From an optimization exercise on the open Yosys and OpenROAD flow, aimed at small area and a short achievable clock period; shortcuts taken in it are not production practice.
In this exercise RTL edits were held to simulation tests only and were not proved equivalent to the original.

==> inputs of v23 <==
## IIR
module IIR(clk, rst, Start, load, DIn, RAddr, data_done, WEN, Yn, WAddr, Finish);
  input clk, rst;
  input Start;
  input data_done;
  input [15:0] DIn;
  output reg WEN, load;
  output reg Finish;
  output [15:0] Yn;
  output reg [19:0] RAddr;
  output reg [19:0] WAddr;
  reg [15:0] x5, x4, yd1, yd2;
  reg [22:0] P1, P2, P3, Y2s, Y2c;
  reg [24:0] Q;
  reg [6:0] xg;
  reg xx0, xx1;
  wire [15:0] s = DIn & {16{load}};
  wire [22:0] Ysum = Y2s + Y2c;
  wire c22 = xg[1] | (xg[0] & (xg[3] | (xg[2] & (xg[5] | (xg[4] & xg[6])))));
  wire xf = c22 ? xx1 : xx0;
  wire [15:0] Y = Ysum[22:7] ^ {xf, 15'd0};
  assign Yn = Y;
  wire nzs_1 = s[15] & (|s[0:0]);
  wire nzs_2 = s[15] & (|s[1:0]);
  wire nzs_3 = s[15] & (|s[2:0]);
  wire nzs_4 = s[15] & (|s[3:0]);
  wire nzs_5 = s[15] & (|s[4:0]);
  wire nzs_6 = s[15] & (|s[5:0]);
  wire nzs_7 = s[15] & (|s[6:0]);
  wire mns_8 = s[15] & ~(|s[14:0]);
  wire nzx5_9 = x5[15] & (|x5[0:0]);
  wire nzx5_10 = x5[15] & (|x5[1:0]);
  wire nzx5_11 = x5[15] & (|x5[2:0]);
  wire nzx5_12 = x5[15] & (|x5[3:0]);
  wire nzx5_13 = x5[15] & (|x5[4:0]);
  wire nzx5_14 = x5[15] & (|x5[5:0]);
  wire nzx5_15 = x5[15] & (|x5[6:0]);
  wire mnx5_16 = x5[15] & ~(|x5[14:0]);
  wire nzx4_17 = x4[15] & (|x4[0:0]);
  wire nzx4_18 = x4[15] & (|x4[1:0]);
  wire nzx4_19 = x4[15] & (|x4[2:0]);
  wire nzx4_20 = x4[15] & (|x4[3:0]);
  wire nzx4_21 = x4[15] & (|x4[4:0]);
  wire nzx4_22 = x4[15] & (|x4[5:0]);
  wire nzx4_23 = x4[15] & (|x4[6:0]);
  wire mnx4_24 = x4[15] & ~(|x4[14:0]);
  wire nzY_25 = Y[15] & (|Y[0:0]);
  wire nzY_26 = Y[15] & (|Y[1:0]);
  wire nzY_27 = Y[15] & (|Y[2:0]);
  wire nzY_28 = Y[15] & (|Y[3:0]);
  wire nzY_29 = Y[15] & (|Y[4:0]);
  wire nzY_30 = Y[15] & (|Y[5:0]);
  wire nzY_31 = Y[15] & (|Y[6:0]);
  wire mnY_32 = Y[15] & ~(|Y[14:0]);
  reg [7:1] yd1_nz; reg yd1_mn, yd1_ov;
  wire nzyd2_33 = yd2[15] & (|yd2[0:0]);
  wire nzyd2_34 = yd2[15] & (|yd2[1:0]);
  wire nzyd2_35 = yd2[15] & (|yd2[2:0]);
  wire nzyd2_36 = yd2[15] & (|yd2[3:0]);
  wire nzyd2_37 = yd2[15] & (|yd2[4:0]);
  wire nzyd2_38 = yd2[15] & (|yd2[5:0]);
  wire nzyd2_39 = yd2[15] & (|yd2[6:0]);
  wire mnyd2_40 = yd2[15] & ~(|yd2[14:0]);
  wire s41, c41;
  FA fa41 (x5[1], x5[3], x5[4], s41, c41);
  wire s42, c42;
  FA fa42 (x5[7], s41, nzx5_9, s42, c42);
  wire s43, c43;
  FA fa43 (nzx5_11, nzx5_12, nzx5_15, s43, c43);
  wire s44, c44;
  ...
clock: 16.0 ns
lec_check: 0
cap_margin: 20
core_margin: 2
core_utilization: 40
slew_margin: 20
synth_hierarchical: 1
synth_minimum_keep_size: 0
standard.sh (not shown) runs the stock make flow with config.mk's settings and CLKGATE_MAP_FILE= SYNTH_SCRIPT=/design/flow/synth_recipe.tcl, a recipe that flattens the netlist after the stock synthesis.
==> flow/flow/run.sh <==
#!/bin/bash
set -uo pipefail
bash standard.sh SETUP_SLACK_MARGIN=9.5 finish > flow_standard.log 2>&1
status=$?
tail -n 40 flow_standard.log
exit $status
==> inputs of v9, as changes to v23 <==
==> flow/run.sh (new file) <==
#!/bin/bash
# synth_recipe.tcl (not shown) runs the flow's synth.tcl, then flattens the netlist and writes it again
# the make line also repeats each setting of config.mk as NAME=value (left out here)
make -C /OpenROAD-flow-scripts/flow DESIGN_CONFIG=/design/flow/config.mk WORK_HOME=/design/flow/orfs CLKGATE_MAP_FILE= SYNTH_SCRIPT=/design/flow/synth_recipe.tcl finish
removed: flow/flow/run.sh
removed: flow/standard.sh
==> comparison <==
Of v23 and v9, v23 has the higher core utilization (gap 1.2 points). Die area is the same in v23 and v9. Of v23 and v9, v23 has the higher count of clock-buffer cells in the layout (gap 2). In v9 the final area is lower than in v23, by 2.6%.

==> build 81: inputs <==
Another version of the RTL of IIR (not shown whole).
// IIR
module IIR(clk, rst, Start, load, DIn, RAddr, data_done, WEN, Yn, WAddr, Finish);
  input clk, rst;
  input Start;
  input data_done;
  input [15:0] DIn;
  output reg WEN, load;
  output reg Finish;
  output [15:0] Yn;
  output reg [19:0] RAddr;
  output reg [19:0] WAddr;
  reg [15:0] x5, x4, yd1, yd2;
  reg [22:0] P1, P2, P3, Y2s, Y2c;
  reg [24:0] Q;
  reg [6:0] xg;
  reg xx0, xx1;
  wire [15:0] s = DIn & {16{load}};
  wire [22:0] Ysum = Y2s + Y2c;
  wire c22 = xg[1] | (xg[0] & (xg[3] | (xg[2] & (xg[5] | (xg[4] & xg[6])))));
  wire xf = c22 ? xx1 : xx0;
  wire [15:0] Y = Ysum[22:7] ^ {xf, 15'd0};
  assign Yn = Y;
  wire nzs_1 = s[15] & (|s[0:0]);
  wire nzs_2 = s[15] & (|s[1:0]);
  wire nzs_3 = s[15] & (|s[2:0]);
  wire nzs_4 = s[15] & (|s[3:0]);
  wire nzs_5 = s[15] & (|s[4:0]);
  wire nzs_6 = s[15] & (|s[5:0]);
  wire nzs_7 = s[15] & (|s[6:0]);
  wire mns_8 = s[15] & ~(|s[14:0]);
  wire nzx5_9 = x5[15] & (|x5[0:0]);
  wire nzx5_10 = x5[15] & (|x5[1:0]);
  wire nzx5_11 = x5[15] & (|x5[2:0]);
  wire nzx5_12 = x5[15] & (|x5[3:0]);
  wire nzx5_13 = x5[15] & (|x5[4:0]);
  wire nzx5_14 = x5[15] & (|x5[5:0]);
  wire nzx5_15 = x5[15] & (|x5[6:0]);
  wire mnx5_16 = x5[15] & ~(|x5[14:0]);
  wire nzx4_17 = x4[15] & (|x4[0:0]);
  wire nzx4_18 = x4[15] & (|x4[1:0]);
  wire nzx4_19 = x4[15] & (|x4[2:0]);
  wire nzx4_20 = x4[15] & (|x4[3:0]);
  wire nzx4_21 = x4[15] & (|x4[4:0]);
  wire nzx4_22 = x4[15] & (|x4[5:0]);
  wire nzx4_23 = x4[15] & (|x4[6:0]);
  wire mnx4_24 = x4[15] & ~(|x4[14:0]);
  wire nzY_25 = Y[15] & (|Y[0:0]);
  wire nzY_26 = Y[15] & (|Y[1:0]);
  wire nzY_27 = Y[15] & (|Y[2:0]);
  ...
export LEC_CHECK = 0
export CAP_MARGIN = 20
export CORE_MARGIN = 2
export CORE_UTILIZATION = 55
export SLEW_MARGIN = 20
export SYNTH_HIERARCHICAL = 1
export SYNTH_MINIMUM_KEEP_SIZE = 0
create_clock -name core_clock -period 16.0 [get_ports {clk}]
==> flow/flow/run.sh <==
#!/bin/bash
set -uo pipefail
bash standard.sh SETUP_SLACK_MARGIN=9.5 finish > flow_standard.log 2>&1
status=$?
tail -n 40 flow_standard.log
exit $status
==> trial 41 (differences from build 81) <==
==> flow/flow/run.sh (replaced) <==
#!/bin/bash
set -uo pipefail
bash standard.sh SETUP_SLACK_MARGIN=9.5 \
  "BUFFER_PORTS_ARGS=-buffer_cell sky130_fd_sc_hd__buf_2" finish > flow_standard.log 2>&1
status=$?
tail -n 40 flow_standard.log
exit $status
--- a/flow/config.mk
+++ b/flow/config.mk
@@ -8,5 +8,5 @@
 export CAP_MARGIN = 20
 export CORE_MARGIN = 2
-export CORE_UTILIZATION = 55
+export CORE_UTILIZATION = 40
 export SLEW_MARGIN = 20
 export SYNTH_HIERARCHICAL = 1
==> trial 3 (differences from build 81) <==
==> flow/flow/run.sh (replaced) <==
#!/bin/bash
set -uo pipefail
bash standard.sh SETUP_SLACK_MARGIN=9.5 \
  "BUFFER_PORTS_ARGS=-buffer_cell sky130_fd_sc_hd__buf_2" finish > flow_standard.log 2>&1
status=$?
tail -n 40 flow_standard.log
exit $status
--- a/flow/config.mk
+++ b/flow/config.mk
@@ -8,5 +8,7 @@
 export CAP_MARGIN = 20
 export CORE_MARGIN = 2
-export CORE_UTILIZATION = 55
+export CORE_UTILIZATION = 40
+export CTS_CLUSTER_DIAMETER = 100
+export CTS_CLUSTER_SIZE = 50
 export SLEW_MARGIN = 20
 export SYNTH_HIERARCHICAL = 1
==> trial 54 (differences from build 81) <==
==> flow/flow/run.sh (replaced) <==
#!/bin/bash
set -uo pipefail
bash standard.sh SETUP_SLACK_MARGIN=9.75 finish > flow_standard.log 2>&1
status=$?
tail -n 40 flow_standard.log
exit $status
--- a/flow/config.mk
+++ b/flow/config.mk
@@ -8,5 +8,5 @@
 export CAP_MARGIN = 20
 export CORE_MARGIN = 2
-export CORE_UTILIZATION = 55
+export CORE_UTILIZATION = 40
 export SLEW_MARGIN = 20
 export SYNTH_HIERARCHICAL = 1
==> impl_metrics.xml <==
<?xml version="1.0" encoding="UTF-8"?>
<metrics>
  <group name="worst_setup_path">
    <metric name="max_stage_delay" unit="ns">0.42</metric>
    <metric name="worst-r2r-setup-slack" unit="ns">9.73</metric>
    <metric name="critical_path.n_buffers_inverters" unit="">3</metric>
    <metric name="setup.worst_path.start" unit="">Y2s[7]</metric>
  </group>
  <group name="final_layout">
    <metric name="multi_input_gate_area" unit="sq mm">0.0209</metric>
    <metric name="clock_area_share" unit="%">2.36</metric>
  </group>
  <group name="floorplanning">
    <metric name="die_height" unit="um">269</metric>
  </group>
  <group name="placed_design">
    <metric name="dpl_cell_area" unit="sq mm">0.0298</metric>
  </group>
  <group name="detailed_routing">
    <metric name="drt-vias-per-instance" unit="">5.48</metric>
  </group>
  <group name="clock_tree">
    <metric name="cts_resized" unit="">32</metric>
  </group>
  <group name="outcome">
    <metric name="run_status" unit="">timing/DRC/antenna clean</metric>
  </group>
</metrics>
Source of the figures above: trial 3

==> impl_metrics.xml <==
<?xml version="1.0" encoding="UTF-8"?>
<metrics>
  <group name="worst_setup_path">
    <metric name="critical_path.n_buffers_inverters" unit="">2</metric>
    <metric name="max_stage_delay" unit="ns">0.57</metric>
  </group>
  <group name="final_layout">
    <metric name="multi_input_gate_area" unit="sq mm">0.0211</metric>
  </group>
  <group name="detailed_routing">
    <metric name="drt-vias-per-instance" unit="">5.92</metric>
  </group>
  <group name="clock_tree">
    <metric name="cts_resized" unit="">84</metric>
  </group>
  <group name="outcome">
    <metric name="run_status" unit="">timing/DRC/antenna clean</metric>
  </group>
</metrics>
Source of the figures above: build 81

==> impl_metrics.xml <==
<?xml version="1.0" encoding="UTF-8"?>
<metrics>
  <group name="outcome">
    <metric name="run_status" unit="">timing/DRC/antenna clean</metric>
  </group>
  <group name="floorplanning">
    <metric name="die_height" unit="um">269</metric>
  </group>
  <group name="worst_setup_path">
    <metric name="critical_path.n_buffers_inverters" unit="">4</metric>
    <metric name="worst-r2r-setup-slack" unit="ns">9.78</metric>
    <metric name="setup.worst_path.start" unit="">Y2c[7]</metric>
  </group>
  <group name="placed_design">
    <metric name="dpl_cell_area" unit="sq mm">0.0303</metric>
  </group>
  <group name="clock_tree">
    <metric name="cts_resized" unit="">147</metric>
  </group>
  <group name="final_layout">
    <metric name="clock_area_share" unit="%">3.67</metric>
  </group>
  <group name="detailed_routing">
    <metric name="drt-vias-per-instance" unit="">5.50</metric>
  </group>
</metrics>
Source of the figures above: trial 54

==> impl_metrics.xml <==
<?xml version="1.0" encoding="UTF-8"?>
<metrics>
  <group name="worst_setup_path">
    <metric name="max_stage_delay" unit="ns">0.41</metric>
    <metric name="worst-r2r-setup-slack" unit="ns">9.67</metric>
    <metric name="critical_path.n_buffers_inverters" unit="">3</metric>
  </group>
  <group name="clock_tree">
    <metric name="cts_resized" unit="">32</metric>
    <metric name="cts.hold.buffers_added" unit="">0</metric>
  </group>
  <group name="final_layout">
    <metric name="clock_area_share" unit="%">4.46</metric>
    <metric name="multi_input_gate_area" unit="sq mm">0.0209</metric>
    <metric name="ff_latch_area" unit="sq mm">0.00668</metric>
  </group>
  <group name="floorplanning">
    <metric name="die_height" unit="um">269</metric>
  </group>
  <group name="placed_design">
    <metric name="dpl_cell_area" unit="sq mm">0.0298</metric>
  </group>
  <group name="outcome">
    <metric name="run_status" unit="">timing/DRC/antenna clean</metric>
  </group>
</metrics>
Source of the figures above: trial 41

-- static timing again, ports no longer ideal --
Ports are ideal in the flow. The routed layouts listed here were re-timed in OpenROAD.
Step 1 sets driving cells, clkbuf_16 on the clock port and buf_2 on the other inputs (assumed; they add their load-dependent delay and slew).
Step 2 adds t to the input delays and takes it off the output delays; t is the mean of the earliest and latest rising clock arrival at the registers after step 1. Input paths then give back, and output paths get back, about the clock's delay inside the block.
Slacks: no drivers / after step 1 / after step 2; pairs: no drivers / after step 1.
| run | t (ns) | slack for setup (ns) | worst hold slack (ns) | worst register clock-pin slew, ns | worst slew at a driven data input, ns |
|---|---|---|---|---|---|
| v23 | 0.595 | 9.472 / 9.419 / 9.201 | 0.400 / 0.400 / 0.400 | 0.06 / 0.06 | 0.04 |
| v9 | 0.596 | 8.179 / 8.179 / 8.179 | 0.427 / 0.427 / 0.427 | 0.07 / 0.07 | 0.04 |
| build 81 | 0.607 | 9.486 / 9.426 / 9.017 | 0.359 / 0.359 / 0.359 | 0.07 / 0.07 | 0.04 |
| trial 41 | 0.614 | 9.562 / 9.498 / 9.061 | 0.347 / 0.347 / 0.347 | 0.07 / 0.07 | 0.05 |
| trial 3 | 0.612 | 9.596 / 9.534 / 9.064 | 0.362 / 0.362 / 0.362 | 0.12 / 0.12 | 0.05 |
| trial 54 | 0.621 | 9.564 / 9.502 / 9.159 | 0.338 / 0.338 / 0.338 | 0.08 / 0.08 | 0.06 |
After both steps every run listed still meets setup and hold. The setup slack of trial 3, which loses most, moves by -0.062 ns with the drivers and by -0.532 ns with both steps.
